Background: an optimization exercise with open tools, aiming at small area and a short achievable clock period. Do not read the settings as production practice.
Where RTL was checked, it was by simulation tests only, not by an equivalence proof against the original.
For run 1, only the layout was checked, not whether the RTL still works.
Power is estimated from default activity; no workload was simulated.

--- design/flow/config.mk ---
export PLATFORM = sky130hd
export DESIGN_NAME = MAC
export DESIGN_NICKNAME = MAC
export VERILOG_FILES = /design/flow/design.v
export SDC_FILE = /design/flow/constraint.sdc
export NUM_CORES = 4
export LEC_CHECK = 0
export CAP_MARGIN = 20
export CORE_MARGIN = 2
export CORE_UTILIZATION = 40
export SETUP_SLACK_MARGIN = 2.5
export SLEW_MARGIN = 20
--- design/flow/constraint.sdc ---
create_clock -name core_clock -period 5.5 [get_ports {clk}]
set_input_delay 1.1000 -clock core_clock [delete_from_list [all_inputs] [get_ports {clk}]]
set_output_delay 1.1000 -clock core_clock [all_outputs]
set_load 0.01 [all_outputs]
--- design/flow/design.v ---
module halfAdder ( a ,b ,sum ,carry );
output sum ;
output carry ;
input a ;
input b ;
assign  sum = a ^ b ;  
assign  carry = a & b;
endmodule
module fullAdder (input a ,b ,cin ,
output sum ,carry );
assign  sum = a ^ b ^ cin;  
assign  carry = (a&b) | (b&cin) | (cin&a);
endmodule
module adder4( a ,b ,cin, sum ,carry );
output [3:0] sum ;
output carry ;
input [3:0] a ;
input [3:0] b ;
input cin;
wire [2:0]s;
fullAdder u0 (a[0],b[0],1'b0,sum[0],s[0]);
fullAdder u1 (a[1],b[1],s[0],sum[1],s[1]);
fullAdder u2 (a[2],b[2],s[1],sum[2],s[2]);
fullAdder u3 (a[3],b[3],s[2],sum[3],carry);
endmodule
module alpha_adder16(a,b,cin,sum,carry );
output [15:0] sum ;
output carry ;
input [15:0] a ;
input [15:0] b ;
input cin;
wire [2:0]c;
adder4 a0 (a[3:0],b[3:0],0,sum[3:0],c[0]);
adder4 a1 (a[7:4],b[7:4],c[0],sum[7:4],c[1]);
adder4 a2 (a[11:8],b[11:8],c[1],sum[11:8],c[2]);
adder4 a3 (a[15:12],b[15:12],c[2],sum[15:12],carry);
endmodule
`timescale 1ns / 1ps
module reg_in(clk,in,out);
input clk;
input [7:0]in;
output reg [7:0]out;
always@(posedge clk)
begin
	out<=in;
end
endmodule
module PPG(X,Y,p00,p01,p02,p03,p04,p05,p06,p07,p10,p11,p12,p13,p14,p15,p16,p17,p20,p21,p22,p23,p24,p25,
          p26,p27,p30,p31,p32,p33,p34,p35,p36,p37,p40,p41,p42,p43,p44,p45,p46,p47,p50,p51,p52,p53,
          p54,p55,p56,p57,p60,p61,p62,p63,p64,p65,p66,p67,p70,p71,p72,p73,p74,p75,p76,p77);
      input [7:0] X;
      input [7:0] Y;
		output p00,p01,p02,p03,p04,p05,p06,p07,p10,p11,p12,p13,p14,p15,p16,p17,p20,p21,p22,p23,p24,p25,
           p26,p27,p30,p31,p32,p33,p34,p35,p36,p37,p40,p41,p42,p43,p44,p45,p46,p47,p50,p51,p52,p53,
           p54,p55,p56,p57,p60,p61,p62,p63,p64,p65,p66,p67,p70,p71,p72,p73,p74,p75,p76,p77;
	 assign     p10 = X[1] & Y[0];
    assign     p20 = X[2] & Y[0];
    assign     p30 = X[3] & Y[0];
    assign     p40 = X[4] & Y[0];
    assign     p50 = X[5] & Y[0];
    assign     p60 = X[6] & Y[0];
    assign     p70 = X[7] & Y[0];
    assign     p01 = X[0] & Y[1];
    assign     p11 = X[1] & Y[1];
    assign     p21 = X[2] & Y[1];
    assign     p31 = X[3] & Y[1];
    assign     p41 = X[4] & Y[1];
    assign     p51 = X[5] & Y[1];
    assign     p61 = X[6] & Y[1];
    assign     p71 = X[7] & Y[1];
    assign     p00 = X[0] & Y[0];
    assign     p02 = X[0] & Y[2];
    assign     p12 = X[1] & Y[2];
    assign     p22 = X[2] & Y[2];
    assign     p32 = X[3] & Y[2];
    assign     p42 = X[4] & Y[2];
    assign     p52 = X[5] & Y[2];
    assign     p62 = X[6] & Y[2];
    assign     p72 = X[7] & Y[2];
    assign     p03 = X[0] & Y[3];
    assign     p13 = X[1] & Y[3];
    assign     p23 = X[2] & Y[3];
    assign     p33 = X[3] & Y[3];
    assign     p43 = X[4] & Y[3];
    assign     p53 = X[5] & Y[3];
    assign     p63 = X[6] & Y[3];
    assign     p73 = X[7] & Y[3];
    assign     p04 = X[0] & Y[4];
    assign     p14 = X[1] & Y[4];
    assign     p24 = X[2] & Y[4];
    assign     p34 = X[3] & Y[4];
    assign     p44 = X[4] & Y[4];
    assign     p54 = X[5] & Y[4];
    assign     p64 = X[6] & Y[4];
    assign     p74 = X[7] & Y[4];
    assign     p05 = X[0] & Y[5];
    assign     p15 = X[1] & Y[5];
    assign     p25 = X[2] & Y[5];
    assign     p35 = X[3] & Y[5];
    assign     p45 = X[4] & Y[5];
    assign     p55 = X[5] & Y[5];
    assign     p65 = X[6] & Y[5];
    assign     p75 = X[7] & Y[5];
    assign     p06 = X[0] & Y[6];
    assign     p16 = X[1] & Y[6];
    assign     p26 = X[2] & Y[6];
    assign     p36 = X[3] & Y[6];
    assign     p46 = X[4] & Y[6];
    assign     p56 = X[5] & Y[6];
    assign     p66 = X[6] & Y[6];
    assign     p76 = X[7] & Y[6];
    assign     p07 = X[0] & Y[7];
    assign     p17 = X[1] & Y[7];
    assign     p27 = X[2] & Y[7];
    assign     p37 = X[3] & Y[7];
    assign     p47 = X[4] & Y[7];
    assign     p57 = X[5] & Y[7];
    assign     p67 = X[6] & Y[7];
    assign     p77 = X[7] & Y[7];
endmodule
module PPR(p00,p01,p02,p03,p04,p05,p06,p07,p10,p11,p12,p13,p14,p15,p16,p17,p20,p21,p22,p23,p24,p25,
          p26,p27,p30,p31,p32,p33,p34,p35,p36,p37,p40,p41,p42,p43,p44,p45,p46,p47,p50,p51,p52,p53,
          p54,p55,p56,p57,p60,p61,p62,p63,p64,p65,p66,p67,p70,p71,p72,p73,p74,p75,p76,p77,row1,row2);
input     p00,p01,p02,p03,p04,p05,p06,p07,p10,p11,p12,p13,p14,p15,p16,p17,p20,p21,p22,p23,p24,p25,
          p26,p27,p30,p31,p32,p33,p34,p35,p36,p37,p40,p41,p42,p43,p44,p45,p46,p47,p50,p51,p52,p53,
          p54,p55,p56,p57,p60,p61,p62,p63,p64,p65,p66,p67,p70,p71,p72,p73,p74,p75,p76,p77;
	 output [15:0] row1;
    output [15:0] row2;	 
     wire  [42:1] s;
     wire  [42:1] c;
 	  halfAdder  h1(p60,p51,s[1],c[1]);
     fullAdder  h2(p70,p61,p52,s[2],c[2]);
     halfAdder  h3(p43,p34,s[3],c[3]);
     fullAdder  h4(p62,p53,p44,s[4],c[4]);
     halfAdder  h5(p26,p35,s[5],c[5]);
     fullAdder  h6(p36,p45,p54,s[6],c[6]);
    halfAdder  h7(p31,p40,s[7],c[7]);
    halfAdder  h8(p14,p23,s[8],c[8]);
    fullAdder  h9(p32,p50,p41,s[9],c[9]);
    fullAdder  h10(p06,p15,p24,s[10],c[10]);
    fullAdder  h11(p33,p42,s[1],s[11],c[11]);
    fullAdder  h12(p07,p16,p25,s[12],c[12]);    
    fullAdder  h13(s[2],s[3],c[1],s[13],c[13]);
    fullAdder  h14(p71,p17,s[5],s[14],c[14]);
    fullAdder  h15(c[2],s[4],c[3],s[15],c[15]);
    fullAdder  h16(p63,p27,p72 ,s[16],c[16]);
    fullAdder  h17(s[6],c[4], c[5],s[17],c[17]);
    fullAdder  h18(p55,p64,p73,s[18],c[18]);
    fullAdder  h19(p37,p46,c[6],s[19],c[19]);
    fullAdder  h20(p56,p65,p74,s[20],c[20]);
    halfAdder  h21(p21,p30,s[21],c[21]);
    fullAdder  h22(p13,p22,s[7],s[22],c[22]);
    fullAdder  h23(s[8],s[9],c[7],s[23],c[23]);
    fullAdder  h24(s[11],c[8],c[9],s[24],c[24]);
    fullAdder  h25(s[13],c[10],c[11],s[25],c[25]);
    fullAdder  h26(s[15],c[12],c[13],s[26],c[26]);
    fullAdder  h27(s[17],c[14],c[15],s[27],c[27]);
    fullAdder  h28(s[19],c[16],c[17],s[28],c[28]);
    fullAdder  h29(c[18],c[19],p47,s[29],c[29]);
    fullAdder  h30(p66,p75,c[20],s[30],c[30]);
    halfAdder  h31(p11,p20,s[31],c[31]);
    fullAdder  h32(p03,p12,s[21],s[32],c[32]);
    fullAdder  h33(p04,c[21],s[22],s[33],c[33]);
    fullAdder  h34(p05,s[23],c[22],s[34],c[34]);
    fullAdder  h35(s[10],s[24],c[23],s[35],c[35]);
    fullAdder  h36(s[12],s[25],c[24],s[36],c[36]);
    fullAdder  h37(s[14],s[26],c[25],s[37],c[37]);
    fullAdder  h38(s[16],s[27],c[26],s[38],c[38]);
    fullAdder  h40(s[18],s[28],c[27],s[39],c[39]);
    fullAdder  h41(s[20],s[29],c[28],s[40],c[40]);
    fullAdder  h42(p57,s[30],c[29],s[41],c[41]);
    fullAdder  h43(p67,p76,c[30],s[42],c[42]);
    assign row1[0] = p00;
    assign row1[1] = p01;
    assign row1[2] = p02;
    assign row1[3] = s[32];
    assign row1[4] = s[33];
    assign row1[5] = s[34];
    assign row1[6] = s[35];
    assign row1[7] = s[36];
    assign row1[8] = s[37];
    assign row1[9] = s[38];
    assign row1[10]= s[39];
    assign row1[11]= s[40];
    assign row1[12]= s[41];
    assign row1[13]= s[42];
    assign row1[14]= p77;
    assign row1[15]= 0;
    assign row2[0] = 0;
    assign row2[1] = p10;
    assign row2[2] = s[31];
    assign row2[3] = c[31];
    assign row2[4] = c[32];
    assign row2[5] = c[33];
    assign row2[6] = c[34];
    assign row2[7] = c[35];
    assign row2[8] = c[36];
    assign row2[9] = c[37];
    assign row2[10]= c[38];
    assign row2[11]= c[39];
    assign row2[12]= c[40];
    assign row2[13]= c[41];
    assign row2[14]= c[42];
    assign row2[15]= 0;
endmodule
`timescale 1ns / 1ps
module MAC(clk, reset, X, Y, reg_Pro);
  input clk, reset;
  input [7:0] X;
  input [7:0] Y;
  output reg [15:0] reg_Pro;
  wire p00_d = X[0] & Y[0];
  wire p01_d = X[0] & Y[1];
  wire p02_d = X[0] & Y[2];
  wire p03_d = X[0] & Y[3];
  wire p04_d = X[0] & Y[4];
  wire p05_d = X[0] & Y[5];
  wire p06_d = X[0] & Y[6];
  wire p07_d = X[0] & Y[7];
  wire p10_d = X[1] & Y[0];
  wire p11_d = X[1] & Y[1];
  wire p12_d = X[1] & Y[2];
  wire p13_d = X[1] & Y[3];
  wire p14_d = X[1] & Y[4];
  wire p15_d = X[1] & Y[5];
  wire p16_d = X[1] & Y[6];
  wire p17_d = X[1] & Y[7];
  wire p20_d = X[2] & Y[0];
  wire p21_d = X[2] & Y[1];
  wire p22_d = X[2] & Y[2];
  wire p23_d = X[2] & Y[3];
  wire p24_d = X[2] & Y[4];
  wire p25_d = X[2] & Y[5];
  wire p26_d = X[2] & Y[6];
  wire p27_d = X[2] & Y[7];
  wire p30_d = X[3] & Y[0];
  wire p31_d = X[3] & Y[1];
  wire p32_d = X[3] & Y[2];
  wire p33_d = X[3] & Y[3];
  wire p34_d = X[3] & Y[4];
  wire p35_d = X[3] & Y[5];
  wire p36_d = X[3] & Y[6];
  wire p37_d = X[3] & Y[7];
  wire p40_d = X[4] & Y[0];
  wire p41_d = X[4] & Y[1];
  wire p42_d = X[4] & Y[2];
  wire p43_d = X[4] & Y[3];
  wire p44_d = X[4] & Y[4];
  wire p45_d = X[4] & Y[5];
  wire p46_d = X[4] & Y[6];
  wire p47_d = X[4] & Y[7];
  wire p50_d = X[5] & Y[0];
  wire p51_d = X[5] & Y[1];
  wire p52_d = X[5] & Y[2];
  wire p53_d = X[5] & Y[3];
  wire p54_d = X[5] & Y[4];
  wire p55_d = X[5] & Y[5];
  wire p56_d = X[5] & Y[6];
  wire p57_d = X[5] & Y[7];
  wire p60_d = X[6] & Y[0];
  wire p61_d = X[6] & Y[1];
  wire p62_d = X[6] & Y[2];
  wire p63_d = X[6] & Y[3];
  wire p64_d = X[6] & Y[4];
  wire p65_d = X[6] & Y[5];
  wire p66_d = X[6] & Y[6];
  wire p67_d = X[6] & Y[7];
  wire p70_d = X[7] & Y[0];
  wire p71_d = X[7] & Y[1];
  wire p72_d = X[7] & Y[2];
  wire p73_d = X[7] & Y[3];
  wire p74_d = X[7] & Y[4];
  wire p75_d = X[7] & Y[5];
  wire p76_d = X[7] & Y[6];
  wire p77_d = X[7] & Y[7];
  wire s1_d = p60_d ^ p51_d;
  wire c1_d = p60_d & p51_d;
  wire s2_d = p70_d ^ p61_d ^ p52_d;
  wire c2_d = (p70_d & p61_d) | (p61_d & p52_d) | (p52_d & p70_d);
  wire s3_d = p43_d ^ p34_d;
  wire c3_d = p43_d & p34_d;
  wire s4_d = p62_d ^ p53_d ^ p44_d;
  wire c4_d = (p62_d & p53_d) | (p53_d & p44_d) | (p44_d & p62_d);
  wire s5_d = p26_d ^ p35_d;
  wire c5_d = p26_d & p35_d;
  wire s6_d = p36_d ^ p45_d ^ p54_d;
  wire c6_d = (p36_d & p45_d) | (p45_d & p54_d) | (p54_d & p36_d);
  wire s7_d = p31_d ^ p40_d;
  wire c7_d = p31_d & p40_d;
  wire s8_d = p14_d ^ p23_d;
  wire c8_d = p14_d & p23_d;
  wire s9_d = p32_d ^ p50_d ^ p41_d;
  wire c9_d = (p32_d & p50_d) | (p50_d & p41_d) | (p41_d & p32_d);
  wire s10_d = p06_d ^ p15_d ^ p24_d;
  wire c10_d = (p06_d & p15_d) | (p15_d & p24_d) | (p24_d & p06_d);
  wire s11_d = p33_d ^ p42_d ^ s1_d;
  wire c11_d = (p33_d & p42_d) | (p42_d & s1_d) | (s1_d & p33_d);
  wire s12_d = p07_d ^ p16_d ^ p25_d;
  wire c12_d = (p07_d & p16_d) | (p16_d & p25_d) | (p25_d & p07_d);
  wire s13_d = s2_d ^ s3_d ^ c1_d;
  wire c13_d = (s2_d & s3_d) | (s3_d & c1_d) | (c1_d & s2_d);
  wire s14_d = p71_d ^ p17_d ^ s5_d;
  wire c14_d = (p71_d & p17_d) | (p17_d & s5_d) | (s5_d & p71_d);
  wire s15_d = c2_d ^ s4_d ^ c3_d;
  wire c15_d = (c2_d & s4_d) | (s4_d & c3_d) | (c3_d & c2_d);
  wire s16_d = p63_d ^ p27_d ^ p72_d;
  wire c16_d = (p63_d & p27_d) | (p27_d & p72_d) | (p72_d & p63_d);
  wire s17_d = s6_d ^ c4_d ^ c5_d;
  wire c17_d = (s6_d & c4_d) | (c4_d & c5_d) | (c5_d & s6_d);
  wire s18_d = p55_d ^ p64_d ^ p73_d;
  wire c18_d = (p55_d & p64_d) | (p64_d & p73_d) | (p73_d & p55_d);
  wire s19_d = p37_d ^ p46_d ^ c6_d;
  wire c19_d = (p37_d & p46_d) | (p46_d & c6_d) | (c6_d & p37_d);
  wire s20_d = p56_d ^ p65_d ^ p74_d;
  wire c20_d = (p56_d & p65_d) | (p65_d & p74_d) | (p74_d & p56_d);
  wire s21_d = p21_d ^ p30_d;
  wire c21_d = p21_d & p30_d;
  wire s22_d = p13_d ^ p22_d ^ s7_d;
  wire c22_d = (p13_d & p22_d) | (p22_d & s7_d) | (s7_d & p13_d);
  wire s23_d = s8_d ^ s9_d ^ c7_d;
  wire c23_d = (s8_d & s9_d) | (s9_d & c7_d) | (c7_d & s8_d);
  wire s24_d = s11_d ^ c8_d ^ c9_d;
  wire c24_d = (s11_d & c8_d) | (c8_d & c9_d) | (c9_d & s11_d);
  wire s25_d = s13_d ^ c10_d ^ c11_d;
  wire c25_d = (s13_d & c10_d) | (c10_d & c11_d) | (c11_d & s13_d);
  wire s26_d = s15_d ^ c12_d ^ c13_d;
  wire c26_d = (s15_d & c12_d) | (c12_d & c13_d) | (c13_d & s15_d);
  wire s27_d = s17_d ^ c14_d ^ c15_d;
  wire c27_d = (s17_d & c14_d) | (c14_d & c15_d) | (c15_d & s17_d);
  wire s28_d = s19_d ^ c16_d ^ c17_d;
  wire c28_d = (s19_d & c16_d) | (c16_d & c17_d) | (c17_d & s19_d);
  wire s29_d = c18_d ^ c19_d ^ p47_d;
  wire c29_d = (c18_d & c19_d) | (c19_d & p47_d) | (p47_d & c18_d);
  wire s30_d = p66_d ^ p75_d ^ c20_d;
  wire c30_d = (p66_d & p75_d) | (p75_d & c20_d) | (c20_d & p66_d);
  wire s31_d = p11_d ^ p20_d;
  wire c31_d = p11_d & p20_d;
  wire s32_d = p03_d ^ p12_d ^ s21_d;
  wire c32_d = (p03_d & p12_d) | (p12_d & s21_d) | (s21_d & p03_d);
  wire s33_d = p04_d ^ c21_d ^ s22_d;
  wire c33_d = (p04_d & c21_d) | (c21_d & s22_d) | (s22_d & p04_d);
  wire s34_d = p05_d ^ s23_d ^ c22_d;
  wire c34_d = (p05_d & s23_d) | (s23_d & c22_d) | (c22_d & p05_d);
  wire s35_d = s10_d ^ s24_d ^ c23_d;
  wire c35_d = (s10_d & s24_d) | (s24_d & c23_d) | (c23_d & s10_d);
  wire s36_d = s12_d ^ s25_d ^ c24_d;
  wire c36_d = (s12_d & s25_d) | (s25_d & c24_d) | (c24_d & s12_d);
  wire s37_d = s14_d ^ s26_d ^ c25_d;
  wire c37_d = (s14_d & s26_d) | (s26_d & c25_d) | (c25_d & s14_d);
  wire s38_d = s16_d ^ s27_d ^ c26_d;
  wire c38_d = (s16_d & s27_d) | (s27_d & c26_d) | (c26_d & s16_d);
  wire s39_d = s18_d ^ s28_d ^ c27_d;
  wire c39_d = (s18_d & s28_d) | (s28_d & c27_d) | (c27_d & s18_d);
  wire s40_d = s20_d ^ s29_d ^ c28_d;
  wire c40_d = (s20_d & s29_d) | (s29_d & c28_d) | (c28_d & s20_d);
  wire s41_d = p57_d ^ s30_d ^ c29_d;
  wire c41_d = (p57_d & s30_d) | (s30_d & c29_d) | (c29_d & p57_d);
  wire s42_d = p67_d ^ p76_d ^ c30_d;
  wire c42_d = (p67_d & p76_d) | (p76_d & c30_d) | (c30_d & p67_d);
  wire [3:0] a0_d = {s32_d,p02_d,p01_d,p00_d} + {c31_d,s31_d,p10_d,1'b0};
  reg c32_q, s33_q, c33_q, s34_q, c34_q, s35_q, c35_q, s36_q, c36_q, s37_q, c37_q, s38_q, c38_q, s39_q, c39_q, s40_q, c40_q, s41_q, c41_q, s42_q, c42_q, p77_q;
  reg [3:0] a0_q;
  always @(posedge clk) begin
    c32_q <= c32_d;
    s33_q <= s33_d;
    c33_q <= c33_d;
    s34_q <= s34_d;
    c34_q <= c34_d;
    s35_q <= s35_d;
    c35_q <= c35_d;
    s36_q <= s36_d;
    c36_q <= c36_d;
    s37_q <= s37_d;
    c37_q <= c37_d;
    s38_q <= s38_d;
    c38_q <= c38_d;
    s39_q <= s39_d;
    c39_q <= c39_d;
    s40_q <= s40_d;
    c40_q <= c40_d;
    s41_q <= s41_d;
    c41_q <= c41_d;
    s42_q <= s42_d;
    c42_q <= c42_d;
    p77_q <= p77_d;
    a0_q <= a0_d;
  end
  wire c32 = c32_q;
  wire s33 = s33_q;
  wire c33 = c33_q;
  wire s34 = s34_q;
  wire c34 = c34_q;
  wire s35 = s35_q;
  wire c35 = c35_q;
  wire s36 = s36_q;
  wire c36 = c36_q;
  wire s37 = s37_q;
  wire c37 = c37_q;
  wire s38 = s38_q;
  wire c38 = c38_q;
  wire s39 = s39_q;
  wire c39 = c39_q;
  wire s40 = s40_q;
  wire c40 = c40_q;
  wire s41 = s41_q;
  wire c41 = c41_q;
  wire s42 = s42_q;
  wire c42 = c42_q;
  wire p77 = p77_q;
  wire [15:4] row1 = {1'b0,p77,s42,s41,s40,s39,s38,s37,s36,s35,s34,s33};
  wire [15:4] row2 = {1'b0,c42,c41,c40,c39,c38,c37,c36,c35,c34,c33,c32};
  wire [3:0] a3 = row1[15:12] + row2[15:12];
  wire [3:0] a2 = row1[11:8] + row2[11:8];
  wire [3:0] a1 = row1[7:4] + row2[7:4];
  wire [3:0] a0 = a0_q;
  wire [15:0] approx = {a3, a2, a1, a0};
  always @(posedge clk) begin
    if (reset) reg_Pro <= 16'd0;
    else reg_Pro <= reg_Pro + approx;
  end
endmodule
--- design/flow/run.sh ---
#!/bin/bash
# synth_recipe.tcl (not shown) runs the flow's synth.tcl, then flattens the netlist and writes it again
# the make line also repeats each setting of config.mk as NAME=value (left out here)
make -C /OpenROAD-flow-scripts/flow DESIGN_CONFIG=/design/flow/config.mk WORK_HOME=/design/flow/orfs CLKGATE_MAP_FILE= SYNTH_SCRIPT=/design/flow/synth_recipe.tcl finish
==> results of run 1 <==
## worst register-to-register path: stages (launching register included)
cell      delay [ns]
dfxtp_1         0.34
ha_1            0.29
a21o_1          0.18
a21oi_1         0.17
xnor2_1         0.16
ha_1            0.32
and3_1          0.24
nand2_1         0.17
a211oi_2        0.09
o31ai_1         0.37
mux2_1          0.35
## area by class of cell
cell class | instances | area (um^2) | area share, %
flip-flops and latches | 42 | 841 | 21.4
inverters | 40 | 150 | 3.82
well taps | 102 | 128 | 3.25
repair buffers | 38 | 392 | 9.97
clock inverters | 2 | 37.5 | 0.955
clock buffers | 6 | 72.6 | 1.85
multi-input cells | 248 | 2310 | 58.8
## logic make-up after synthesis
group | count (synthesis) | synth area share (%)
mux | 7 | 2.54
flops | 42 | 25.8
fa+ha+maj | 72 | 36.9
xor+xnor | 13 | 3.50
simple gates | 115 | 18.1
buf+inv | 42 | 4.84
compound gates | 41 | 8.23
## power groups by stage
stage	clock (mW)	sequential, mW	combinational, mW
final	0.239	0.457	1.07
after global routing	0.263	0.468	1.22
after CTS	0.249	0.459	1.07
after detailed placement	0	0.465	1.06
after global placement	0	0.463	1.04
after floorplan	0	0.474	0.771
## synthesized netlist by cell type, types with 3 or more instances
cell type / count
ha_1: 32
nor2b_1: 9
nand3_1: 3
nor2_1: 15
dfxtp_1: 42
fa_1: 40
and2_1: 40
nor3_1: 3
a21oi_1: 14
mux2_2: 5
xor2_1: 5
o21ai_0: 8
nand2_1: 36
a21o_1: 7
inv_1: 40
xnor2_1: 8
## cell usage in the layout (no fill, tap or decap), drive strengths merged, types with 2 or more instances in the layout
cell	instances
buf	18
ha	32
nand2	36
xnor2	8
and3	2
o21ai	8
a21o	7
nand3	4
clkbuf	6
nor2b	9
inv	40
dlygate4sd2	3
a21oi	15
nor3	3
dfxtp	42
and2b	2
a211oi	4
xor2	5
clkdlybuf4s50	17
nor2	15
fa	40
and2	40
mux2	7
## metal layers
layer,wire [um],track usage [%],vias up
li1,-,-,1150
met1,3010,21.2,1058
met2,2740,24.6,46
met3,199,1.93,6
met4,80,5.07,0
met5,0,0,-
## stage by stage
step / hold WS, ns / util, % / setup WS [ns] / std cells / cell area (um^2)
2_1_floorplan: 0.524 / - / 2.21 / 332 / 3290
3_3_place_gp: 0.544 / 48.0 / 1.47 / 465 / 3740
3_5_place_dp: 0.557 / 48.0 / 1.45 / 465 / 3740
4_1_cts: 0.579 / 49.9 / 2.36 / 475 / 3900
5_1_grt: 0.597 / 50.3 / 2.29 / 478 / 3930
6_report: 0.567 / 50.3 / 2.35 / 478 / 3930
## worst min-delay path by stage
stage | cells past startpoint | end | slack, ns
2_1_floorplan | 2 | reg_Pro[0] | 0.52
3_3_place_gp | 2 | reg_Pro[0] | 0.54
3_5_place_dp | 2 | reg_Pro[0] | 0.56
4_1_cts | 2 | reg_Pro[0] | 0.58
5_1_grt | 2 | reg_Pro[0] | 0.60
6_report | 2 | reg_Pro[0] | 0.57
## what timing repair did
item,in CTS,in global routing
endpoints found under the setup margin,17,9
cloned,0,0
pin swaps,4,2
buffers inserted,2,3
resized for setup,90,8
==> reports/qor.yml, run 1 <==
seqPwrFrac_pct: 25.9
cp_top_family: "adder cells"
start_util_pct: 41.7
grt-ovfl-total: 0
period_needed_ns: 3.15
largest-register: "reg_Pro"
routed_wl_um: 6040
postSynthNetCount: 422
ys.flop_type: "dfxtp_1"
finalHoldViolCount: 0
power.internal_mw: 1.05
timing.final.crit_share_pct: 57.3
clock_latency_ns: 0.29
grt_usage_pct: 15.2
yosys.area.top_type: "dfxtp_1"
synth_edf_count: 0
synthArstFlopShare_pct: 0
max_stage_delay_ns: 0.50
diodes: 0
syn_inst: 332
synthTopCellsByArea: "dfxtp_1 (26%), fa_1 (25%), ha_1 (12%), and2_1 (7.7%), inv_1 (4.6%)"
hold_path_class: "register to register"
hpwl_um: 4980
rows: 32
seq_area_frac_synth_pct: 25.8
slew_headroom_pct: 42.2
clock-sinks: 42
drt-initial-drc-count: 46
critPathCapture: "s36_q"
grt_pass1_vias: 2297
worst_setup_path_end_kind: "register"
status: "finished clean"
grt_max_degree: 24
cts_max_level: 2
fin_setup_tns_ns: 0
combPwrFrac_pct: 60.6
postSynthAreaPerCell_um2: 9.80
drive_above_1_share_pct: 14.6
setup_viol: 0
cp_num_cells: 8
peakVddDrop_v: 0.000175
p_per_area_nw_per_um2: 450
largest_register_ff_count: 16
ios: 34
antenna_found_initial: 0
cts-root-buf: "clkbuf_8"
holdBufCountCts: 0
rrSetupSlack_ns: 2.73
crit_start: "Y[2]"
reg_top3: "reg_Pro: 16 flops, a0_q: 4 flops"
grt_pass1_wl_um: 10600
ys.warnings.count: 1
p_leak_nw: 1.84
cts_buffers: 5
drtAntennaViolNets: 0
cts.path.max_buffers: 2
min_from: "a0_q[0]"
synth_top_area_share_pct: 25.8
clockPowerShare_pct: 13.5
fp.dieH_um: 94.2
n_fill_cell: 750
path_buf_inv: 3
report.final.slew_viol_count: 0
fin_skew_ns: 0.00610
cts_tree: "yes"
p_sw_uw: 712
rsz0062_at_grt: "true"
path_class: "primary input to register"
synth-seq-cells: 42
r2r_end: "reg_Pro[13]"
vias_per_cell: 4.73
synth_cell_types: 36
fmax_mhz: 317
switching_share_pct: 40.3
max_cap_violations: 0
drtPass1Iterations: 4
r2r_cells: 10
worst_setup_path_start_kind: "primary input"
crit_slowest_cell: "fa_2"
nNetsFinal: 465
timing.rr.start: "c33_q"
drcViolationCount: 0
fp.dieArea_um2: 8870
worst_pin_slew_ns: 0.865
cp_cell_sequence: "buf_12 > and2_4 > fa_2 > fa_1 > inv_1 > fa_1 > inv_1 > fa_2"
fp.dieW_um: 94.2
gp_congestion: 0.815
required_ns: 5.74
path_clk_slew_ns: 0.08
total_power_mw: 1.77
wl_per_cell_um: 12.6
worstPathArrival_ns: 3.39
path_max_fanout: 6
portBuffers: 33
netlist_area_um2: 3250
core_area_um2: 7810
num_vias: 2260
area_growth_pct: 20.7
==> inputs of run 2 (changes only) <==
--- a/design/flow/design.v
+++ b/design/flow/design.v
@@ -409,13 +409,76 @@
   wire p77 = p77_q;
   wire [15:4] row1 = {1'b0,p77,s42,s41,s40,s39,s38,s37,s36,s35,s34,s33};
   wire [15:4] row2 = {1'b0,c42,c41,c40,c39,c38,c37,c36,c35,c34,c33,c32};
-  wire [3:0] a3 = row1[15:12] + row2[15:12];
-  wire [3:0] a2 = row1[11:8] + row2[11:8];
-  wire [3:0] a1 = row1[7:4] + row2[7:4];
-  wire [3:0] a0 = a0_q;
-  wire [15:0] approx = {a3, a2, a1, a0};
+  wire [15:4] cs_s = reg_Pro[15:4] ^ row1[15:4] ^ row2[15:4];
+  wire [15:4] cs_c = (reg_Pro[15:4] & row1[15:4]) | (row1[15:4] & row2[15:4]) | (row2[15:4] & reg_Pro[15:4]);
+  wire [15:0] opa = {cs_s[15:4], reg_Pro[3:0]};
+  wire [15:0] opb = {cs_c[14:12], 1'b0, cs_c[10:8], 1'b0, cs_c[6:4], 1'b0, a0_q};
+  wire [15:0] g = opa & opb;
+  wire [15:0] p = opa ^ opb;
+  wire [3:0] dg1 = row1[7:4] & row2[7:4];
+  wire [3:0] dp1 = row1[7:4] | row2[7:4];
+  wire d1 = dg1[3] | (dp1[3] & dg1[2]) | (dp1[3] & dp1[2] & dg1[1]) | (dp1[3] & dp1[2] & dp1[1] & dg1[0]);
+  wire [3:0] dg2 = row1[11:8] & row2[11:8];
+  wire [3:0] dp2 = row1[11:8] | row2[11:8];
+  wire d2 = dg2[3] | (dp2[3] & dg2[2]) | (dp2[3] & dp2[2] & dg2[1]) | (dp2[3] & dp2[2] & dp2[1] & dg2[0]);
+  wire [3:0] dg3 = row1[15:12] & row2[15:12];
+  wire [3:0] dp3 = row1[15:12] | row2[15:12];
+  wire d3 = dg3[3] | (dp3[3] & dg3[2]) | (dp3[3] & dp3[2] & dg3[1]) | (dp3[3] & dp3[2] & dp3[1] & dg3[0]);
+  wire G0_1 = g[1] | (p[1] & g[0]);
+  wire P0_1 = p[1] & p[0];
+  wire G0_2 = g[2] | (p[2] & G0_1);
+  wire P0_2 = p[2] & P0_1;
+  wire G0_3 = g[3] | (p[3] & g[2]) | (p[3] & p[2] & G0_1);
+  wire P0_3 = p[3] & p[2] & P0_1;
+  wire G1_1 = g[5] | (p[5] & g[4]);
+  wire P1_1 = p[5] & p[4];
+  wire G1_2 = g[6] | (p[6] & G1_1);
+  wire P1_2 = p[6] & P1_1;
+  wire G1_3 = g[7] | (p[7] & g[6]) | (p[7] & p[6] & G1_1);
+  wire P1_3 = p[7] & p[6] & P1_1;
+  wire G2_1 = g[9] | (p[9] & g[8]);
+  wire P2_1 = p[9] & p[8];
+  wire G2_2 = g[10] | (p[10] & G2_1);
+  wire P2_2 = p[10] & P2_1;
+  wire G2_3 = g[11] | (p[11] & g[10]) | (p[11] & p[10] & G2_1);
+  wire P2_3 = p[11] & p[10] & P2_1;
+  wire G3_1 = g[13] | (p[13] & g[12]);
+  wire P3_1 = p[13] & p[12];
+  wire G3_2 = g[14] | (p[14] & G3_1);
+  wire P3_2 = p[14] & P3_1;
+  wire G3_3 = g[15] | (p[15] & g[14]) | (p[15] & p[14] & G3_1);
+  wire P3_3 = p[15] & p[14] & P3_1;
+  wire k1 = cs_c[7] | ~d1;
+  wire Gm1 = (cs_c[7] & ~d1) | (k1 & G1_3);
+  wire Pm1 = k1 & P1_3;
+  wire k2 = cs_c[11] | ~d2;
+  wire Gm2 = (cs_c[11] & ~d2) | (k2 & G2_3);
+  wire Pm2 = k2 & P2_3;
+  wire k3 = cs_c[15] | ~d3;
+  wire Gm3 = (cs_c[15] & ~d3) | (k3 & G3_3);
+  wire Pm3 = k3 & P3_3;
+  wire ci1 = G0_3;
+  wire ci2 = Gm1 | (Pm1 & G0_3);
+  wire ci3 = Gm2 | (Pm2 & Gm1) | (Pm2 & Pm1 & G0_3);
+  wire [15:0] cy;
+  assign cy[0] = 1'b0;
+  assign cy[1] = g[0] | (p[0] & 1'b0);
+  assign cy[2] = G0_1 | (P0_1 & 1'b0);
+  assign cy[3] = G0_2 | (P0_2 & 1'b0);
+  assign cy[4] = ci1;
+  assign cy[5] = g[4] | (p[4] & ci1);
+  assign cy[6] = G1_1 | (P1_1 & ci1);
+  assign cy[7] = G1_2 | (P1_2 & ci1);
+  assign cy[8] = ci2;
+  assign cy[9] = g[8] | (p[8] & ci2);
+  assign cy[10] = G2_1 | (P2_1 & ci2);
+  assign cy[11] = G2_2 | (P2_2 & ci2);
+  assign cy[12] = ci3;
+  assign cy[13] = g[12] | (p[12] & ci3);
+  assign cy[14] = G3_1 | (P3_1 & ci3);
+  assign cy[15] = G3_2 | (P3_2 & ci3);
+  wire [15:0] nxt = p ^ cy;
   always @(posedge clk) begin
-    if (reset) reg_Pro <= 16'd0;
-    else reg_Pro <= reg_Pro + approx;
+    reg_Pro <= nxt & {16{~reset}};
   end
 endmodule
--- a/design/flow/config.mk
+++ b/design/flow/config.mk
@@ -8,5 +8,5 @@
 export CAP_MARGIN = 20
 export CORE_MARGIN = 2
 export CORE_UTILIZATION = 40
-export SETUP_SLACK_MARGIN = 2.5
+export SETUP_SLACK_MARGIN = 3.2
 export SLEW_MARGIN = 20
==> run 2 against run 1 <==
Against the previous run:
- clock-buffer cell count fell by 1
- largest cell class unchanged
- design area rose by 5.4%
- largest power group unchanged
- highest routed layer unchanged
- via count shrank 7.8%
- still clean on timing, DRC and antenna
- clock power down 21%
- sequential power increased by 6.6%
- hold slack got worse by 0.00052 ns
==> reports/qor.yml, run 2 <==
status: "finished clean"
start_util_pct: 40.7  # -0.96 points
area_growth_pct: 33.0
instances_no_fill: 458  # -4.2%
switching_share_pct: 39.7  # -0.63 points
reg_top3: "reg_Pro: 16 flops, a0_q: 4 flops"
cts_max_level: 2  # unchanged
drive_above_1_share_pct: 30.1  # +15 points
p_per_area_nw_per_um2: 453  # +0.71%
postSynthAreaPerCell_um2: 10.3  # +4.9%
vias_per_cell: 4.55  # -3.8%
p_sw_uw: 744  # +4.5%
fin_skew_ns: 0.00561  # -0.000491 ns
ys.warnings.count: 1  # unchanged
r2r_cells: 11  # +1
fmax_mhz: 312  # -1.6%
seqPwrFrac_pct: 26.0  # about the same
fp.dieH_um: 92.2  # -2.1%
drt-initial-drc-count: 22  # -52%
fp.dieW_um: 92.2  # -2.1%
rsz0062_at_grt: "true"
fp.dieArea_um2: 8510  # -4.1%
slew_headroom_pct: 56.5  # +14 points
required_ns: 5.67  # -0.07 ns
final_common_cell: "dfxtp_1"
grt_max_degree: 19  # -21%
synthArstFlopShare_pct: 0  # unchanged
hpwl_um: 4500  # -9.7%
rows: 32  # unchanged
rrSetupSlack_ns: 2.85  # +0.12 ns
worst_setup_path_end_kind: "register"
drtPass1Iterations: 4  # unchanged
grt_pass1_vias: 2220  # -3.4%
wl_per_cell_um: 12.2  # -3.2%
core_area_um2: 7650  # -2.1%
seq_area_frac_synth_pct: 27.0  # +1.2 points
syn_inst: 303  # -8.7%
power.internal_mw: 1.13  # +7.3%
worst_pin_slew_ns: 0.650  # -0.215 ns
portBuffers: 33  # unchanged
critPathCapture: "s37_q"
grt-ovfl-total: 0  # unchanged
combPwrFrac_pct: 64.0  # +3.4 points
max_cap_violations: 0  # unchanged
diodes: 0  # unchanged
grt_pass1_wl_um: 10400  # -2.5%
crit_start: "X[4]"
cts_tree: "yes"
layout_common_cells: "dfxtp_1 (40), inv_1 (34), fa_1 (34)"
setup_viol: 0  # unchanged
antenna_found_initial: 0  # unchanged
clock-sinks: 42  # unchanged
path_class: "primary input to register"
cts.path.max_buffers: 2  # unchanged
synth_most_common_cell: "fa_1"
postSynthNetCount: 392  # -7.1%
clockPowerShare_pct: 10.1  # -3.4 points
fin_setup_tns_ns: 0  # unchanged
drtAntennaViolNets: 0  # unchanged
r2r_end: "reg_Pro[13]"
cts-root-buf: "clkbuf_8"
path_max_fanout: 5  # -1
largest-register: "reg_Pro"
worst_setup_path_start_kind: "primary input"
synth_edf_count: 0  # unchanged
worstPathArrival_ns: 3.37  # -0.02 ns
ios: 34  # unchanged
peakVddDrop_v: 0.000173  # -1.0%
largest_register_ff_count: 16  # unchanged
ys.flop_type: "dfxtp_1"
timing.final.crit_share_pct: 58.2  # +0.90 points
finalHoldViolCount: 0  # unchanged
hold_path_class: "register to register"
synthTopCellsByArea: "fa_1 (31%), dfxtp_1 (27%), ha_1 (8.8%), and2_1 (6.4%), inv_1 (5.5%)"
routed_wl_um: 5600  # -7.3%
yosys.area.top_type: "fa_1"
nNetsFinal: 445  # -4.3%
netlist_area_um2: 3110  # -4.3%
place_area_um2: 3690  # -1.4%
report.final.slew_viol_count: 0  # unchanged
grt_usage_pct: 15.1  # -0.17 points
synth_common_cells: "fa_1 (49), inv_1 (46), dfxtp_1 (42), nand2_1 (36), and2_1 (32)"
p_leak_nw: 1.97  # +6.9%
drcViolationCount: 0  # unchanged
cts_buffers: 5  # unchanged
synth-seq-cells: 42  # unchanged
synth_top_area_share_pct: 31.5  # +5.7 points
num_vias: 2084  # -7.8%
stdcell_area_um2: 4140  # +5.4%
clock_latency_ns: 0.29  # about the same
gp_congestion: 0.783  # -4.0%
period_needed_ns: 3.20  # +0.0497 ns
synth_cell_types: 37  # +2.8%
path_clk_slew_ns: 0.08  # about the same
timing.rr.start: "s34_q"
numPlacedInstances: 435  # -6.5%
## run 2: area by class of cell
| type | instances | area (um^2) |
|---|---|---|
| fill | 673 | 3510 |
| multi-input combinational | 212 | 2340 |
| sequential | 42 | 843 |
| timing repair buffer | 49 | 572 |
| inverter | 46 | 173 |
| tap | 102 | 128 |
| clock buffer | 5 | 68.8 |
| clock inverter | 2 | 15.0 |
## run 2: power by group through the flow
stage	sequential (mW)	combinational (mW)	clock (mW)
after floorplan	0.502	0.765	0
after global placement	0.496	1.01	0
after detailed placement	0.498	1.03	0
after CTS	0.489	1.14	0.198
after global routing	0.504	1.36	0.212
final	0.487	1.20	0.189
## run 2: worst max-delay path, stage by stage
cell	delay [ns]
buf_12	0.11
and2_4	0.15
fa_2	0.56
inv_2	0.04
fa_2	0.52
fa_1	0.40
inv_1	0.08
fa_2	0.42
## run 2: what timing repair did
| action | in CTS | in global routing |
|---|---|---|
| hold endpoints to repair | 0 | 0 |
| cloned | 0 | 0 |
| setup buffers | 10 | 6 |
| setup endpoints to repair | 41 | 33 |
| pin swaps | 26 | 12 |
| gates resized for setup | 147 | 27 |
| hold buffers | 0 | 0 |
## run 2: worst min path at each step
stage                     startpoint    endpoint  slack [ns]  depth (start not counted)
after CTS                    a0_q[0]  reg_Pro[0]        0.57                          2
after floorplan              a0_q[0]  reg_Pro[0]        0.52                          2
final                        a0_q[0]  reg_Pro[0]        0.57                          2
after global routing         a0_q[0]  reg_Pro[0]        0.61                          2
after global placement       a0_q[0]  reg_Pro[0]        0.55                          2
after detailed placement     a0_q[0]  reg_Pro[0]        0.56                          2
## run 2: kinds of logic (layout without fill, tap and decap cells)
logic type / count (synthesis) / in the layout / synth area share [%]
AO/OA/AOI/OAI: 30 / 30 / 7.47
buffers and inverters: 49 / 102 / 5.91
AND/OR/NAND/NOR: 98 / 98 / 15.5
flip-flops: 42 / 42 / 27.0
adder cells (fa/ha/maj): 72 / 72 / 40.7
XOR/XNOR: 12 / 12 / 3.37
## run 2: stage by stage
stage               worst slack, ns  total power [mW]  utilization, %  hold slack (ns)
global route                   2.26              2.08            54.2            0.614
floorplan                      2.15              1.27               -            0.524
CTS                            2.31              1.82            52.7            0.574
global placement               1.45              1.50            48.3            0.553
detailed placement             1.38              1.53            48.3            0.556
finish                         2.30              1.87            54.2            0.566
## run 2: per-layer routing
metal / vias to the layer above / global-route usage (%) / part of all wire (%)
met5: - / 0 / 0
met4: 0 / 4.98 / 1.8
met3: 8 / 1.97 / 2.4
met2: 31 / 23.2 / 45
met1: 994 / 22.1 / 51
li1: 1051 / - / -
==> inputs of run 3 (changes only) <==
--- a/design/flow/config.mk
+++ b/design/flow/config.mk
@@ -8,5 +8,5 @@
 export CAP_MARGIN = 20
 export CORE_MARGIN = 2
 export CORE_UTILIZATION = 40
-export SETUP_SLACK_MARGIN = 3.2
+export SETUP_SLACK_MARGIN = 2.2
 export SLEW_MARGIN = 20
==> run 3 against run 2 <==
Against the previous run:
- die area is the same
- total power shrank 10%
- first-iteration DRC count grew 45%
- design area shrank 12%
- worst setup slack lost 0.018 ns
- largest cell class unchanged
==> reports/qor.yml, run 3 <==
max_cap_violations: 0  # unchanged
worst_pin_slew_ns: 0.681  # +0.0311 ns
yosys.area.top_type: "fa_1"
ios: 34  # unchanged
peakVddDrop_v: 0.000144  # -17%
path_class: "primary input to register"
final_common_cell: "fa_1"
p_leak_nw: 1.71  # -13%
slew_headroom_pct: 54.4  # -2.1 points
postSynthAreaPerCell_um2: 10.3  # unchanged
antenna_found_initial: 0  # unchanged
finalHoldViolCount: 0  # unchanged
fin_setup_tns_ns: 0  # unchanged
synth_cell_types: 37  # unchanged
synthArstFlopShare_pct: 0  # unchanged
hpwl_um: 4390  # -2.5%
grt_pass1_wl_um: 9440  # -8.8%
postSynthNetCount: 392  # unchanged
setup_viol: 0  # unchanged
num_vias: 1999  # -4.1%
cts_buffers: 5  # unchanged
grt_max_degree: 19  # unchanged
vias_per_cell: 4.51  # -0.83%
synthTopCellsByArea: "fa_1 (31%), dfxtp_1 (27%), ha_1 (8.8%), and2_1 (6.4%), inv_1 (5.5%)"
fp.dieH_um: 92.2  # unchanged
report.final.slew_viol_count: 0  # unchanged
gp_congestion: 0.800  # +2.3%
seqCellArea_um2: 841  # -0.30%
grt_pass1_vias: 1993  # -10%
numPlacedInstances: 435  # unchanged
combPwrFrac_pct: 56.7  # -7.3 points
netlist_area_um2: 3110  # unchanged
synth_most_common_cell: "fa_1"
path_clk_slew_ns: 0.08  # about the same
core_area_um2: 7650  # unchanged
grt-ovfl-total: 0  # unchanged
holdBufCountCts: 0  # unchanged
synth-seq-cells: 42  # unchanged
area_growth_pct: 16.9
wl_per_cell_um: 11.9  # -3.0%
power.internal_mw: 1.04  # -8.1%
multi_input_comb_area_um2: 2100  # -10%
seqPwrFrac_pct: 28.9  # +2.9 points
fp.dieW_um: 92.2  # unchanged
drive_above_1_share_pct: 8.80  # -21 points
fmax_mhz: 311  # -0.56%
rsz0062_at_grt: "true"
cts_max_level: 2  # unchanged
instances_no_fill: 443  # -3.3%
clock-sinks: 42  # unchanged
routed_wl_um: 5250  # -6.2%
path_max_fanout: 8  # +3
cts-root-buf: "clkbuf_8"
reg_top3: "reg_Pro: 16 flops, a0_q: 4 flops"
period_needed_ns: 3.22  # +0.0180 ns
clockPowerShare_pct: 14.4  # +4.3 points
syn_inst: 303  # unchanged
required_ns: 5.67  # about the same
timing.final.crit_share_pct: 58.5  # +0.33 points
holdPathStages: 2  # unchanged
n_fill_cell: 722  # +7.3%
worst_setup_path_end_kind: "register"
status: "finished clean"
synth_edf_count: 0  # unchanged
p_per_area_nw_per_um2: 463  # +2.3%
cts_tree: "yes"
fin_skew_ns: 0.00576  # +0.000151 ns
drtPass1Iterations: 4  # unchanged
drtAntennaViolNets: 0  # unchanged
hold_path_class: "register to register"
portBuffers: 33  # unchanged
cts.path.max_buffers: 2  # unchanged
largest_register_ff_count: 16  # unchanged
rows: 32  # unchanged
fp.dieArea_um2: 8510  # unchanged
worstPathArrival_ns: 3.39  # +0.02 ns
layout_common_cells: "fa_1 (49), inv_1 (46), dfxtp_1 (42)"
largest-register: "reg_Pro"
p_sw_uw: 645  # -13%
grt_usage_pct: 14.0  # -1.1 points
worst_setup_path_start_kind: "primary input"
drcViolationCount: 0  # unchanged
ys.flop_type: "dfxtp_1"
clock_latency_ns: 0.29  # about the same
nNetsFinal: 429  # -3.6%
start_util_pct: 40.7  # unchanged
seq_area_frac_synth_pct: 27.0  # unchanged
synth_common_cells: "fa_1 (49), inv_1 (46), dfxtp_1 (42), nand2_1 (36), and2_1 (32)"
diodes: 0  # unchanged
synth_top_area_share_pct: 31.5  # unchanged
r2r_cells: 10  # -1
ys.warnings.count: 1  # unchanged
post_cts_buffers: 0  # -10
drt-initial-drc-count: 32  # +45%
switching_share_pct: 38.3  # -1.4 points
==> run 3: cell counts after synthesis <==
No cell type changed its count.
==> run 3: metrics by stage <==
step                      setup slack (ns)  area [um^2]  hold slack (ns)  total power [mW]  util [%]
after floorplan                       2.15         3150            0.524              1.22         -
after global placement                1.47         3570            0.535              1.45      46.7
after detailed placement              1.43         3570            0.544              1.46      46.7
after CTS                             2.20         3650            0.563              1.71      47.8
after global routing                  2.17         3640            0.571              1.87      47.6
final                                 2.28         3640            0.555              1.68      47.6
==> run 3: routing by layer <==
layer  vias to the layer above  global-route usage [%]  routed length (um)
met5                         -                       0                   0
met4                         0                    4.35                  87
met3                         8                    2.14                 123
met2                        30                    21.0                2220
met1                       941                    20.8                2820
li1                       1020                       -                   -
==> run 3: power groups by stage <==
stage          clock (mW)  sequential (mW)  combinational [mW]
6_report            0.242            0.487               0.955
5_1_grt             0.260            0.505                1.10
4_1_cts             0.250            0.489               0.971
3_5_place_dp            0            0.496               0.967
3_3_place_gp            0            0.494               0.953
2_1_floorplan           0            0.500               0.719
==> run 3: cell type report <==
class | count | area share [%]
multi-input combinational | 212 | 57.8
sequential | 42 | 23.1
timing repair buffer | 33 | 7.80
inverter | 46 | 4.74
tap | 102 | 3.51
clock buffer | 6 | 1.99
clock inverter | 2 | 1.03
==> run 3: timing repair <==
item                                    CTS  global route
cloned                                    0             0
endpoints found under the setup margin   12             7
resized for setup                        49            19
==> run 3: final timing paths <==
kind,from,end,slack [ns]
setup / recovery,X[4],s37_q,2.28
hold / removal,a0_q[0],reg_Pro[0],0.55
setup reg to reg,c33_q,reg_Pro[12],2.62
hold reg to reg,a0_q[0],reg_Pro[0],0.55
==> run 3: cells by family after synthesis <==
family,Yosys count,synth area share [%]
compound gates,30,7.47
xor+xnor,12,3.37
fa+ha+maj,72,40.7
buf+inv,49,5.91
flops,42,27.0
simple gates,98,15.5
==> run 3: critical path: stages <==
cell	delay, ns
clkbuf_4	0.15
and2_4	0.16
fa_1	0.52
inv_1	0.05
fa_1	0.45
fa_1	0.49
inv_1	0.05
fa_1	0.43
==> inputs of run 4 (changes only) <==
--- a/design/flow/config.mk
+++ b/design/flow/config.mk
@@ -8,5 +8,5 @@
 export CAP_MARGIN = 20
 export CORE_MARGIN = 2
 export CORE_UTILIZATION = 40
-export SETUP_SLACK_MARGIN = 2.2
+export SETUP_SLACK_MARGIN = 2.0
 export SLEW_MARGIN = 20
==> run 4 against run 3 <==
Against the previous run:
- non-clock buffer count is the same
- sequential share of layout area grew 0.056 points
- synthesized cell count is the same
- sequential power is essentially flat
- first-iteration DRC count grew 44%
- wire length grew 1.9%
- area after synthesis is the same
- cell count is the same
- die area is the same
- register-to-register slack is essentially flat
- total power grew 0.11%
- critical path type unchanged
- critical endpoint is now s38_q
- largest cell class unchanged
==> reports/qor.yml, run 4 <==
status: "finished clean"
vias_per_cell: 4.60  # +2.0%
stdcell_area_um2: 3630  # -0.24%
grt-ovfl-total: 0  # unchanged
rows: 32  # unchanged
hpwl_um: 4450  # +1.5%
p_leak_nw: 1.70  # -0.78%
cts_buffers: 5  # unchanged
clock_latency_ns: 0.29  # about the same
fp.dieH_um: 92.2  # unchanged
largest_register_ff_count: 16  # unchanged
wl_per_cell_um: 12.1  # +1.9%
grt_pass1_wl_um: 9760  # +3.4%
fmax_mhz: 292  # -6.0%
synthTopCellsByArea: "fa_1 (31%), dfxtp_1 (27%), ha_1 (8.8%), and2_1 (6.4%), inv_1 (5.5%)"
gp_congestion: 0.813  # +1.5%
grt_usage_pct: 14.3  # +0.30 points
synth_cell_types: 37  # unchanged
ys.flop_type: "dfxtp_1"
final_common_cell: "fa_1"
synth_most_common_cell: "fa_1"
drtAntennaViolNets: 0  # unchanged
pre_cts_slack_ns: 1.34  # -0.0905 ns
synth_common_cells: "fa_1 (49), inv_1 (46), dfxtp_1 (42), nand2_1 (36), and2_1 (32)"
period_needed_ns: 3.42  # +0.205 ns
synth_top_area_share_pct: 31.5  # unchanged
holdPathStages: 2  # unchanged
worst_slack_ns: 2.08  # -0.205 ns
grt_max_degree: 19  # unchanged
postSynthAreaPerCell_um2: 10.3  # unchanged
core_area_um2: 7650  # unchanged
synth-seq-cells: 42  # unchanged
hold_path_class: "register to register"
fp.dieW_um: 92.2  # unchanged
r2r_end: "reg_Pro[12]"
drtPass1Iterations: 4  # unchanged
path_clk_slew_ns: 0.08  # about the same
routed_wl_um: 5350  # +1.9%
gr-usage-met1_pct: 20.2  # -0.58 points
seq_area_frac_synth_pct: 27.0  # unchanged
report.final.slew_viol_count: 0  # unchanged
area_growth_pct: 16.6
start_util_pct: 40.7  # unchanged
ys.warnings.count: 1  # unchanged
antenna_found_initial: 0  # unchanged
min_to: "reg_Pro[0]"
grt_util_met2_pct: 22.2  # +1.2 points
path_class: "primary input to register"
layout_common_cells: "fa_1 (49), inv_1 (46), dfxtp_1 (42)"
portBuffers: 33  # unchanged
cts_max_level: 2  # unchanged
synthArstFlopShare_pct: 0  # unchanged
timing.rr.start: "c34_q"
slew_headroom_pct: 56.6  # +2.1 points
p_per_area_nw_per_um2: 465  # +0.35%
cts-root-buf: "clkbuf_8"
cts.path.max_buffers: 2  # unchanged
diodes: 0  # unchanged
peakVddDrop_v: 0.000183  # +27%
grt_pass1_vias: 2148  # +7.8%
ios: 34  # unchanged
fin_skew_ns: 0.00643  # +0.000673 ns
busiest_layer: "met2"
worstPathArrival_ns: 3.60  # +0.21 ns
nNetsFinal: 429  # unchanged
drt-initial-drc-count: 46  # +44%
netlist_area_um2: 3110  # unchanged
grt_util_met3_pct: 2.30  # +0.16 points
place_area_um2: 3570  # -0.14%
rsz0062_at_grt: "true"
holdWs_ns: 0.553  # -0.00227 ns
largest-register: "reg_Pro"
num_vias: 2038  # +2.0%
postSynthNetCount: 392  # unchanged
max_cap_violations: 0  # unchanged
drcViolationCount: 0  # unchanged
yosys.area.top_type: "fa_1"
cts_tree: "yes"
timing.final.crit_share_pct: 62.3  # +3.7 points
rrSetupSlack_ns: 2.61  # about the same
path_max_fanout: 8  # unchanged
clock-sinks: 42  # unchanged
synth_edf_count: 0  # unchanged
worst_pin_slew_ns: 0.650  # -0.0317 ns
reg_top3: "reg_Pro: 16 flops, a0_q: 4 flops"
drive_above_1_share_pct: 7.92  # -0.88 points
syn_inst: 303  # unchanged
worst_setup_path_start_kind: "primary input"
r2r_cells: 10  # unchanged
fp.dieArea_um2: 8510  # unchanged
required_ns: 5.68  # about the same
worst_setup_path_end_kind: "register"
finalHoldViolCount: 0  # unchanged
total_power_mw: 1.69  # +0.11%
setup_viol: 0  # unchanged
fin_setup_tns_ns: 0  # unchanged
min_from: "a0_q[0]"
==> run 4: cell counts after synthesis <==
No cell type changed its count.
==> run 4: cells by family after synthesis <==
family | count (synthesis) | share of synthesized area (%)
compound gates | 30 | 7.47
xor+xnor | 12 | 3.37
fa+ha+maj | 72 | 40.7
buf+inv | 49 | 5.91
flops | 42 | 27.0
simple gates | 98 | 15.5
==> run 4: worst max-delay path: stages <==
cell and delay [ns]:
clkdlybuf4s15_2 0.29, nand2_4 0.07, fa_1 0.53, inv_1 0.05, fa_1 0.53, inv_1 0.05, fa_1 0.49, inv_1 0.05
fa_1 0.44
==> run 4: layer usage <==
layer / part of all wire [%] / wire length [um] / vias to the layer above
li1: - / - / 1016
met5: 0 / 0 / -
met2: 43 / 2280 / 41
met1: 52 / 2780 / 972
met3: 3.6 / 190 / 9
met4: 1.9 / 104 / 0
==> run 4: final cells by class <==
type / instances / area, um^2
Fill cell: 723 / 4020
Multi-Input combinational cell: 212 / 2100
Sequential cell: 42 / 841
Timing Repair Buffer: 33 / 283
Inverter: 46 / 173
Tap cell: 102 / 128
Clock buffer: 6 / 72.6
Clock inverter: 2 / 37.5
==> run 4: worst max-delay path by stage <==
stage,start,to,slack (ns)
global placement,Y[5],s38_q,1.38
CTS,Y[3],s37_q,1.99
global route,Y[5],s38_q,2.00
finish,Y[6],s38_q,2.08
detailed placement,Y[6],s38_q,1.34
floorplan,Y[6],s38_q,2.01
==> run 4: power by group <==
part / switching, mW / total, mW / internal [mW]
Clock: 0.107 / 0.242 / 0.135
Sequential: 0.0791 / 0.488 / 0.409
Combinational: 0.462 / 0.957 / 0.495
Total: 0.647 / 1.69 / 1.04
==> run 4: repair_timing <==
action | in CTS | in global routing
buffers inserted | 0 | 0
gates cloned | 0 | 0
hold buffers | 0 | 0
pin swaps | 0 | 1
resized for setup | 24 | 18
endpoints found under the setup margin | 10 | 7
==> run 4: per-stage QoR <==
step | util (%) | std cells
after global routing | 47.5 | 443
after CTS | 48.1 | 443
after detailed placement | 46.7 | 435
after global placement | 46.7 | 435
after floorplan | - | 303
final | 47.5 | 443
==> inputs of run 5 (changes only) <==
--- a/design/flow/config.mk
+++ b/design/flow/config.mk
@@ -8,5 +8,5 @@
 export CAP_MARGIN = 20
 export CORE_MARGIN = 2
 export CORE_UTILIZATION = 40
-export SETUP_SLACK_MARGIN = 2.0
+export SETUP_SLACK_MARGIN = 2.5
 export SLEW_MARGIN = 20
==> run 5 against run 4 <==
Against the previous run:
- largest power group unchanged
- highest routed layer unchanged
- hold slack gained 0.010 ns
- cell count grew 1.8%
- sequential share of layout area shrank 1.5 points
- synthesized cell count is the same
- area after synthesis is the same
==> reports/qor.yml, run 5 <==
synthTopCellsByArea: "fa_1 (31%), dfxtp_1 (27%), ha_1 (8.8%), and2_1 (6.4%), inv_1 (5.5%)"
synth_common_cells: "fa_1 (49), inv_1 (46), dfxtp_1 (42), nand2_1 (36), and2_1 (32)"
rrSetupSlack_ns: 2.69  # +0.08 ns
worst_setup_path_start_kind: "primary input"
cts.path.max_buffers: 2  # unchanged
postSynthNetCount: 392  # unchanged
r2r_end: "reg_Pro[13]"
peakVddDrop_v: 0.000152  # -17%
status: "finished clean"
setup_viol: 0  # unchanged
synth_cell_types: 37  # unchanged
gp_congestion: 0.817  # +0.55%
path_max_fanout: 4  # -4
area_growth_pct: 24.9
required_ns: 5.68  # about the same
worstPathArrival_ns: 3.37  # -0.23 ns
n_fill_cell: 710  # -1.8%
holdPathStages: 2  # unchanged
period_needed_ns: 3.19  # -0.236 ns
slew_headroom_pct: 55.3  # -1.3 points
min_from: "a0_q[0]"
portBuffers: 33  # unchanged
fp.dieArea_um2: 8510  # unchanged
ios: 34  # unchanged
path_clk_slew_ns: 0.08  # about the same
netlist_area_um2: 3110  # unchanged
fin_skew_ns: 0.00620  # -0.000236 ns
reg_top3: "reg_Pro: 16 flops, a0_q: 4 flops"
grt_pass1_wl_um: 10400  # +6.7%
cts_buffers: 5  # unchanged
core_area_um2: 7650  # unchanged
stdcell_area_um2: 3890  # +7.1%
path_class: "primary input to register"
drt-initial-drc-count: 31  # -33%
finalHoldViolCount: 0  # unchanged
clock_latency_ns: 0.30  # about the same
num_vias: 2096  # +2.8%
total_power_mw: 1.75  # +3.9%
antenna_found_initial: 0  # unchanged
synth_most_common_cell: "fa_1"
place_area_um2: 3610  # +1.2%
largest-register: "reg_Pro"
grt_usage_pct: 15.5  # +1.2 points
p_per_area_nw_per_um2: 451  # -3.0%
fp.dieW_um: 92.2  # unchanged
synth_edf_count: 0  # unchanged
grt-ovfl-total: 0  # unchanged
grt_pass1_vias: 2241  # +4.3%
layout_common_cells: "fa_1 (42), dfxtp_1 (42), inv_1 (39)"
drtPass1Iterations: 6  # +2
fp.dieH_um: 92.2  # unchanged
drtAntennaViolNets: 0  # unchanged
routed_wl_um: 5750  # +7.4%
ys.flop_type: "dfxtp_1"
diodes: 0  # unchanged
synth-seq-cells: 42  # unchanged
yosys.area.top_type: "fa_1"
cts-root-buf: "clkbuf_8"
nNetsFinal: 437  # +1.9%
max_cap_violations: 0  # unchanged
multi_input_comb_area_um2: 2170  # +3.5%
postSynthAreaPerCell_um2: 10.3  # unchanged
rsz0062_at_grt: "true"
min_to: "reg_Pro[0]"
synth_top_area_share_pct: 31.5  # unchanged
clock-sinks: 42  # unchanged
cts_max_level: 2  # unchanged
vias_per_cell: 4.65  # +1.0%
largest_register_ff_count: 16  # unchanged
timing.final.crit_share_pct: 58.0  # -4.3 points
cts_tree: "yes"
timing.rr.start: "c33_q"
report.final.slew_viol_count: 0  # unchanged
drive_above_1_share_pct: 17.5  # +9.6 points
ys.warnings.count: 1  # unchanged
rows: 32  # unchanged
synthArstFlopShare_pct: 0  # unchanged
fin_setup_tns_ns: 0  # unchanged
r2r_cells: 11  # +1
seqCellArea_um2: 841  # unchanged
p_leak_nw: 1.78  # +5.1%
worst_pin_slew_ns: 0.669  # +0.0195 ns
grt_max_degree: 19  # unchanged
hold_path_class: "register to register"
finish.utilization_pct: 50.9  # +3.4 points
hpwl_um: 4650  # +4.4%
worst_setup_path_end_kind: "register"
drcViolationCount: 0  # unchanged
syn_inst: 303  # unchanged
seq_area_frac_synth_pct: 27.0  # unchanged
wl_per_cell_um: 12.7  # +5.5%
start_util_pct: 40.7  # unchanged
fmax_mhz: 314  # +7.4%
## run 5: worst max path at each step
| stage | start | to | slack, ns |
|---|---|---|---|
| final | Y[4] | s37_q | 2.31 |
| after global routing | Y[4] | s37_q | 2.26 |
| after CTS | Y[4] | s37_q | 2.32 |
| after detailed placement | X[7] | s36_q | 1.37 |
| after global placement | X[7] | s36_q | 1.44 |
| after floorplan | Y[6] | s38_q | 2.15 |
## run 5: timing repair
item                                   CTS  global route
endpoints found under the hold margin    0             0
setup endpoints to repair               19            10
resized for setup                      109             8
pin swaps                                6             6
setup buffers                            5             3
hold buffers                             0             0
## run 5: layer usage
layer	wire length [um]	global-route usage, %	vias to the layer above
met5	0	0	-
met4	147	6.34	0
met3	161	2.55	12
met2	2590	24.1	39
met1	2850	21.6	1010
li1	-	-	1035
## run 5: area by class of cell
cell class              count  share of cell area, %
well taps                 102                   3.28
flip-flops and latches     42                   21.6
multi-input cells         212                   55.8
inverters                  46                   4.44
clock inverters             2                  0.965
clock buffers               6                   1.87
repair buffers             41                   12.0
## run 5: per-stage QoR
step	instances	worst slack, ns	hold WS (ns)
floorplan	303	2.15	0.524
detailed placement	435	1.37	0.560
global placement	435	1.44	0.551
finish	451	2.31	0.563
CTS	448	2.32	0.581
global route	451	2.26	0.605
## run 5: cells by family (layout without fill, tap and decap cells)
family / after synthesis / in the layout / share of synthesized area, %
adders and majority gates: 72 / 72 / 40.7
and+or+nand+nor: 98 / 98 / 15.5
buffers and inverters: 49 / 95 / 5.91
AOI/OAI and AO/OA: 30 / 30 / 7.47
DFF: 42 / 42 / 27.0
xor gates and xnor gates: 12 / 12 / 3.37
## run 5: power by group
| part | internal, mW | switching, mW |
|---|---|---|
| clock | 0.135 | 0.107 |
| combinational | 0.531 | 0.490 |
| sequential | 0.409 | 0.0799 |
| total | 1.08 | 0.677 |
## run 5: worst max-delay path, cell delays in order
cell    delay (ns)
buf_8         0.10
and2_4        0.15
fa_2          0.56
inv_2         0.04
fa_2          0.52
fa_1          0.40
inv_1         0.08
fa_2          0.42

## re-timing with driven ports
The results above use ideal ports. As a check the final layouts listed here were re-extracted and re-timed, cells and wires unchanged. Step 1, drivers: a clkbuf_16 drives clk and a buf_2 each remaining input, both assumed. Step 2 also shifts input and output timing later by t, the mid clock arrival at the registers, as if the neighbouring blocks saw the same clock. Three values: ideal ports, drivers, drivers and shift; two values: the first two.
run	t (ns)	setup slack, ns	worst hold slack (ns)	worst data-port slew with drivers (ns)	pins driven straight from the clock port
run 1	0.313	2.348 / 2.330 / 2.017	0.567 / 0.567 / 0.567	0.06	1
run 2	0.314	2.299 / 2.283 / 1.970	0.566 / 0.566 / 0.566	0.06	1
run 3	0.314	2.281 / 2.287 / 1.973	0.555 / 0.555 / 0.555	0.03	1
run 4	0.320	2.076 / 2.079 / 1.759	0.553 / 0.553 / 0.553	0.03	1
run 5	0.323	2.311 / 2.283 / 1.960	0.563 / 0.563 / 0.563	0.06	1
After both steps every run listed still meets setup and hold. The setup slack of run 5, which loses most, moves by -0.028 ns with the drivers and by -0.351 ns with both steps.
